What follows belongs to an exercise in optimizing a design on an open flow for small area; a production flow would make more cautious choices. Only simulation tests tie the RTL to the original design; equivalence was not proved. The clock input has no modelled driver; a real chip could not lean on it and would need a root buffer or a full tree. Power and IR drop assume default switching activity.

==> flow/design.v <==
module parking_meter(clk, rst, rst1, rst2, add1, add2, add3, add4, led_seg, a1, a2, a3, a4, val1, val2, val3, val4);
    input clk, rst, rst1, rst2, add1, add2, add3, add4;
    output [6:0] led_seg;
    output a1, a2, a3, a4;
    output [3:0] val1, val2, val3, val4;
    reg [2:0] st;
    wire isadd = st[2];
    wire pre   = ~st[2] & st[1];
    wire run   = ~st[2] & ~st[1] & st[0];
    wire idle  = ~st[2] & ~st[1] & ~st[0];
    wire tick, zero, cnt0, cnt6;
    wire first = idle & ~cnt6 & ~cnt0;
    wire expd = run & zero & cnt0;
    wire [3:0] d3, d2, d1, d0;
    wire anyadd = add1 | add2 | add3 | add4;
    wire [1:0] k = add1 ? 2'd0 : add2 ? 2'd1 : add3 ? 2'd2 : 2'd3;
    always @(posedge clk) begin
        if (rst) st <= 3'b000;
        else if (rst1) st <= 3'b010;
        else if (rst2) st <= 3'b011;
        else if (anyadd && !isadd) st <= {1'b1, k};
        else if (isadd || pre || (run && !expd)) st <= 3'b001;
        else st <= 3'b000;
    end
    pm_tick u_tick(.clk(clk), .rst(rst), .load1(pre), .load0(idle), .tick(tick), .cnt0(cnt0), .cnt6(cnt6));
    pm_secs u_secs(.clk(clk), .rst(rst), .tick(tick), .pre(pre), .p150(st[0]), .isadd(isadd), .k(st[1:0]),
                   .d3(d3), .d2(d2), .d1(d1), .d0(d0), .zero(zero));
    pm_disp u_disp(.clk(clk), .rst(rst), .first(first), .expd(expd), .zero(zero), .d3(d3), .d2(d2), .d1(d1), .d0(d0),
                   .led_seg(led_seg), .a1(a1), .a2(a2), .a3(a3), .a4(a4));
    assign val1 = d3;
    assign val2 = d2;
    assign val3 = d1;
    assign val4 = d0;
endmodule
module pm_tick(input clk, input rst, input load1, input load0, output tick, output cnt0, output cnt6);
    reg [6:0] cnt;
    assign tick = (cnt == 7'b1001011);
    assign cnt0 = cnt[0];
    assign cnt6 = cnt[6];
    always @(posedge clk) begin
        if (rst || tick || load1) cnt <= 7'b0000000;
        else if (load0) cnt <= 7'b1000000;
        else cnt <= {cnt[5:0], ~(cnt[6] ^ cnt[5])};
    end
endmodule
module pm_secs(input clk, input rst, input tick, input pre, input p150, input isadd, input [1:0] k,
               output reg [3:0] d3, output reg [3:0] d2, output reg [3:0] d1, output reg [3:0] d0,
               output zero);
    assign zero = ({d3, d2, d1, d0} == 16'd0);
    reg [3:0] k2, k1;
    always @(*) begin
        case (k)
            2'd0: begin k2 = 4'd0; k1 = 4'd6; end
            2'd1: begin k2 = 4'd1; k1 = 4'd2; end
            2'd2: begin k2 = 4'd1; k1 = 4'd8; end
            default: begin k2 = 4'd3; k1 = 4'd0; end
        endcase
        if (!isadd) begin k2 = 4'd0; k1 = 4'd0; end
    end
    wire bw0 = tick && d0 == 4'd0;
    wire [3:0] y0 = bw0 ? 4'd9 : d0 - {3'd0, tick};
    wire [5:0] r1 = {2'b0, d1} + {2'b0, k1} - {5'b0, bw0};    
    wire bw1 = r1[5];
    wire cy1 = !r1[5] && r1 > 6'd9;
    wire [3:0] y1 = cy1 ? r1[3:0] - 4'd10 : bw1 ? r1[3:0] + 4'd10 : r1[3:0];
    wire [5:0] r2 = {2'b0, d2} + {2'b0, k2} + {5'b0, cy1} - {5'b0, bw1};    
    wire bw2 = r2[5];
    wire cy2 = !r2[5] && r2 > 6'd9;
    wire [3:0] y2 = cy2 ? r2[3:0] - 4'd10 : bw2 ? r2[3:0] + 4'd10 : r2[3:0];
    wire cy3 = cy2 && d3 == 4'd9;
    wire [3:0] y3 = cy2 ? d3 + 4'd1 : bw2 ? d3 - 4'd1 : d3;
    always @(posedge clk) begin
        if (rst) {d3, d2, d1, d0} <= 16'd0;    
        else if (pre) {d3, d2, d1, d0} <= p150 ? (tick ? 16'h0149 : 16'h0150) : (tick ? 16'h0015 : 16'h0016);
        else if (cy3) {d3, d2, d1, d0} <= 16'h9999;
        else {d3, d2, d1, d0} <= {y3, y2, y1, y0};
    end
endmodule
module pm_disp(input clk, input rst, input first, input expd, input zero, input [3:0] d3, input [3:0] d2,
               input [3:0] d1, input [3:0] d0, output [6:0] led_seg, output a1, output a2,
               output a3, output a4);
    reg [5:0] fc;
    reg fclk;
    wire fwrap = (fc == 6'b001001);
    always @(posedge clk) begin
        if (rst || expd || fwrap) fc <= 6'd0;
        else fc <= {fc[4:0], ~(fc[5] ^ fc[4])};
        if (rst) fclk <= 1'b1;
        else if (fwrap) fclk <= ~fclk;
    end
    wire lt180 = (d3 == 4'd0) && ((d2 == 4'd0) || (d2 == 4'd1 && !d1[3]));
    wire nblank = zero ? !fclk : (lt180 && d0[0]);
    reg [1:0] ap;                  
    reg blank;
    reg [3:0] dig;                 
    wire [1:0] ap_n = first ? 2'd0 : ap + 2'd1;
    wire [3:0] seld = ap_n[1] ? (ap_n[0] ? d0 : d1) : (ap_n[0] ? d2 : d3);
    always @(posedge clk) begin
        ap <= ap_n;
        blank <= nblank;
        if (!nblank) dig <= seld;
    end
    assign a1 = blank | (ap != 2'd0);
    assign a2 = blank | (ap != 2'd1);
    assign a3 = blank | (ap != 2'd2);
    assign a4 = blank | (ap != 2'd3);
    assign led_seg[0] = (~dig[1] & ~dig[2] & ~dig[3]) | (dig[0] & dig[1] & dig[2]);
    assign led_seg[1] = (dig[0] & ~dig[2] & ~dig[3]) | (dig[1] & ~dig[2]) | (dig[0] & dig[1]);
    assign led_seg[2] = dig[0] | (~dig[1] & dig[2]);
    assign led_seg[3] = (dig[0] & ~dig[1] & ~dig[2] & ~dig[3]) | (~dig[0] & ~dig[1] & dig[2]) | (dig[0] & dig[1] & dig[2]);
    assign led_seg[4] = ~dig[0] & dig[1] & ~dig[2];
    assign led_seg[5] = (dig[0] & ~dig[1] & dig[2]) | (~dig[0] & dig[1] & dig[2]);
    assign led_seg[6] = (dig[0] & ~dig[1] & ~dig[2] & ~dig[3]) | (~dig[0] & ~dig[1] & dig[2]);
endmodule
==> flow/config.mk <==
export PLATFORM = sky130hd
export DESIGN_NAME = parking_meter
export DESIGN_NICKNAME = parking_meter
export VERILOG_FILES = /design/flow/design.v
export SDC_FILE = /design/flow/constraint.sdc
export NUM_CORES = 4
export LEC_CHECK = 0
export CAP_MARGIN = 20
export CORE_AREA = 2.3 2.72 57.5 57.12
export DIE_AREA = 0 0 59.88 59.88
export SLEW_MARGIN = 20
==> flow/constraint.sdc <==
create_clock -name core_clock -period 60.0 [get_ports {clk}]
set_input_delay 12.0000 -clock core_clock [delete_from_list [all_inputs] [get_ports {clk}]]
set_output_delay 12.0000 -clock core_clock [all_outputs]
set_load 0.01 [all_outputs]
standard.sh (not shown) runs the stock make flow with config.mk's settings and CLKGATE_MAP_FILE= SYNTH_SCRIPT=/design/flow/synth_recipe.tcl, a recipe that flattens the netlist after the stock synthesis.
==> flow/flow/run.sh <==
#!/bin/bash
# ORFS layout via the standard.sh, with: several area-oriented ABC scripts (the smallest kept) and no adder
# extraction in synthesis (registers untouched), the smallest buffer on each port,
# and four clock buffers in place of ORFS's clock tree (flow/cts_pre.tcl).
set -euo pipefail
W=$(pwd)
export FLOW_WORK=$W
export PRE_CTS_TCL=$W/flow/cts_pre.tcl
bash standard.sh \
  SYNTH_SCRIPT=$W/flow/synth.tcl \
  BUFFER_PORTS_ARGS="-buffer_cell sky130_fd_sc_hd__buf_1" \
  finish > standard_flow.log 2>&1
==> flow/flow/areas10.abc <==
strash
balance
rewrite
refactor
balance
rewrite
rewrite -z
balance
refactor -z
rewrite -z
balance
balance
rewrite
refactor
balance
rewrite
rewrite -z
balance
refactor -z
rewrite -z
balance
&get -n
&deepsyn -T 30 -S 10
&put
dch -f
amap -F 100 -A 100 -C 1000
==> flow/flow/areas11.abc <==
strash
balance
rewrite
refactor
balance
rewrite
rewrite -z
balance
refactor -z
rewrite -z
balance
balance
rewrite
refactor
balance
rewrite
rewrite -z
balance
refactor -z
rewrite -z
balance
&get -n
&deepsyn -T 30 -S 11
&put
dch -f
amap -F 100 -A 100 -C 1000
==> flow/flow/areas12.abc <==
strash
balance
rewrite
refactor
balance
rewrite
rewrite -z
balance
refactor -z
rewrite -z
balance
balance
rewrite
refactor
balance
rewrite
rewrite -z
balance
refactor -z
rewrite -z
balance
&get -n
&deepsyn -T 30 -S 12
&put
dch -f
amap -F 100 -A 100 -C 1000
==> flow/flow/areas13.abc <==
strash
balance
rewrite
refactor
balance
rewrite
rewrite -z
balance
refactor -z
rewrite -z
balance
balance
rewrite
refactor
balance
rewrite
rewrite -z
balance
refactor -z
rewrite -z
balance
&get -n
&deepsyn -T 30 -S 13
&put
dch -f
amap -F 100 -A 100 -C 1000
==> flow/flow/areas14.abc <==
strash
balance
rewrite
refactor
balance
rewrite
rewrite -z
balance
refactor -z
rewrite -z
balance
balance
rewrite
refactor
balance
rewrite
rewrite -z
balance
refactor -z
rewrite -z
balance
&get -n
&deepsyn -T 30 -S 14
&put
dch -f
amap -F 100 -A 100 -C 1000
==> flow/flow/areas15.abc <==
strash
balance
rewrite
refactor
balance
rewrite
rewrite -z
balance
refactor -z
rewrite -z
balance
balance
rewrite
refactor
balance
rewrite
rewrite -z
balance
refactor -z
rewrite -z
balance
&get -n
&deepsyn -T 30 -S 15
&put
dch -f
amap -F 100 -A 100 -C 1000
==> flow/flow/clkbuf.tcl <==
# Drive the clock sinks through buffers of type cb: the sinks split into nx bands by x,
# each band into ny groups by y, one buffer per group at the group's centre.
proc manual_clock_buffers {cb nx ny} {
  set block [ord::get_db_block]
  set net [$block findNet clk]
  set sinks {}
  foreach it [$net getITerms] {
    set b [[$it getInst] getBBox]
    lappend sinks [list [expr {([$b xMin] + [$b xMax]) / 2}] [expr {([$b yMin] + [$b yMax]) / 2}] [$it getInst] [[$it getMTerm] getName]]
  }
  set sinks [lsort -integer -index 0 $sinks]
  set n [llength $sinks]
  set g 0
  for {set i 0} {$i < $nx} {incr i} {
    set band [lsort -integer -index 1 [lrange $sinks [expr {$i * $n / $nx}] [expr {($i + 1) * $n / $nx - 1}]]]
    set m [llength $band]
    for {set j 0} {$j < $ny} {incr j} {
      set grp [lrange $band [expr {$j * $m / $ny}] [expr {($j + 1) * $m / $ny - 1}]]
      set sx 0; set sy 0; set pins {}
      foreach s $grp {
        set sx [expr {$sx + [lindex $s 0]}]; set sy [expr {$sy + [lindex $s 1]}]
        lappend pins [get_pins "[[lindex $s 2] getName]/[lindex $s 3]"]
      }
      set x [expr {$sx / [llength $grp] / 1000.0}]; set y [expr {$sy / [llength $grp] / 1000.0}]
      insert_buffer -buffer_cell $cb -net clk -load_pins $pins -location [list $x $y] -buffer_name clkbuf_$g -net_name clknet_$g
      incr g
    }
  }
}

# After manual_clock_buffers: replace each buffer by the larger type big whose sinks see a
# clock slew above limit (ns) in the placement estimate (the final layout measures ~10% more).
proc upsize_slow_clock_buffers {big limit} {
  set_propagated_clock [all_clocks]
  estimate_parasitics -placement
  foreach inst [get_cells clkbuf_*] {
    set out [get_nets -of_objects [get_pins -of_objects $inst -filter "direction == output"]]
    set w 0
    foreach p [get_pins -of_objects $out -filter "direction == input"] {
      set s [get_property $p slew_max]; if {$s > $w} { set w $s }
    }
    if {$w > $limit} {
      puts "flow: [get_full_name $inst] drives a clock slew of $w ns; using $big"
      replace_cell $inst $big
    }
  }
}
==> flow/flow/cts_pre.tcl <==
# Runs before ORFS's CTS step: replace its clock tree with four clock buffers, each
# driving one quadrant of the registers straight from the clock port; a buffer whose
# registers would see a slow clock edge is made a size larger.
source $::env(FLOW_WORK)/flow/clkbuf.tcl
proc clock_tree_synthesis {args} {
  manual_clock_buffers sky130_fd_sc_hd__clkbuf_4 2 2
  upsize_slow_clock_buffers sky130_fd_sc_hd__clkbuf_8 0.105
}
Other scripts of this flow, unchanged in this note and not shown: flow/flow/area0.abc, flow/flow/area1.abc, flow/flow/area2.abc, flow/flow/area3.abc, flow/flow/area4.abc, flow/flow/area5.abc, flow/flow/area6.abc, flow/flow/area7.abc, flow/flow/areas6.abc, flow/flow/areas7.abc, flow/flow/areas8.abc, flow/flow/areas9.abc, flow/flow/synth.tcl
Next try:
--- a/flow/flow/clkbuf.tcl
+++ b/flow/flow/clkbuf.tcl
@@ -28,20 +28,2 @@
   }
 }
-
-# After manual_clock_buffers: replace each buffer by the larger type big whose sinks see a
-# clock slew above limit (ns) in the placement estimate (the final layout measures ~10% more).
-proc upsize_slow_clock_buffers {big limit} {
-  set_propagated_clock [all_clocks]
-  estimate_parasitics -placement
-  foreach inst [get_cells clkbuf_*] {
-    set out [get_nets -of_objects [get_pins -of_objects $inst -filter "direction == output"]]
-    set w 0
-    foreach p [get_pins -of_objects $out -filter "direction == input"] {
-      set s [get_property $p slew_max]; if {$s > $w} { set w $s }
-    }
-    if {$w > $limit} {
-      puts "flow: [get_full_name $inst] drives a clock slew of $w ns; using $big"
-      replace_cell $inst $big
-    }
-  }
-}
==> flow/flow/cts_pre.tcl (replaced) <==
# Runs before ORFS's CTS step: replace its clock tree with four clock buffers, each
# driving one quadrant of the registers straight from the clock port.
source $::env(FLOW_WORK)/flow/clkbuf.tcl
proc clock_tree_synthesis {args} {
  manual_clock_buffers sky130_fd_sc_hd__clkbuf_4 2 2
  set_propagated_clock [all_clocks]
}
removed: flow/flow/areas10.abc
removed: flow/flow/areas11.abc
removed: flow/flow/areas12.abc
removed: flow/flow/areas13.abc
removed: flow/flow/areas14.abc
removed: flow/flow/areas15.abc
The changed run finished clean.
Synthesized cell count climbs by about 0.4%.
Total power climbs by about 43%.
Via count drops by 0.47%.
Routed wire length drops by about 4%.
No run of this note takes its clock network from TritonCTS; it comes from the design's own scripts or RTL.

## what the ideal ports hide
In the flow no input, the clock included, has a driving cell. The finished layouts below were timed again as built, in two steps.
Step 1 assumes that a clkbuf_16 drives the clock port and a buf_2 every other input.
Step 2 also shifts input and output timing later by t, the mid clock arrival at the registers, as if the neighbouring blocks saw the same clock.
Slacks: ideal ports / drivers / drivers and shift; pairs: ideal ports / drivers.
run	t, ns	slack for setup (ns)	worst setup path at the end
the first run	0.197	46.448 / 46.399 / 46.538	input to register
the second run	0.209	46.457 / 46.410 / 46.619	register to output
After both steps every run listed still meets setup and hold.
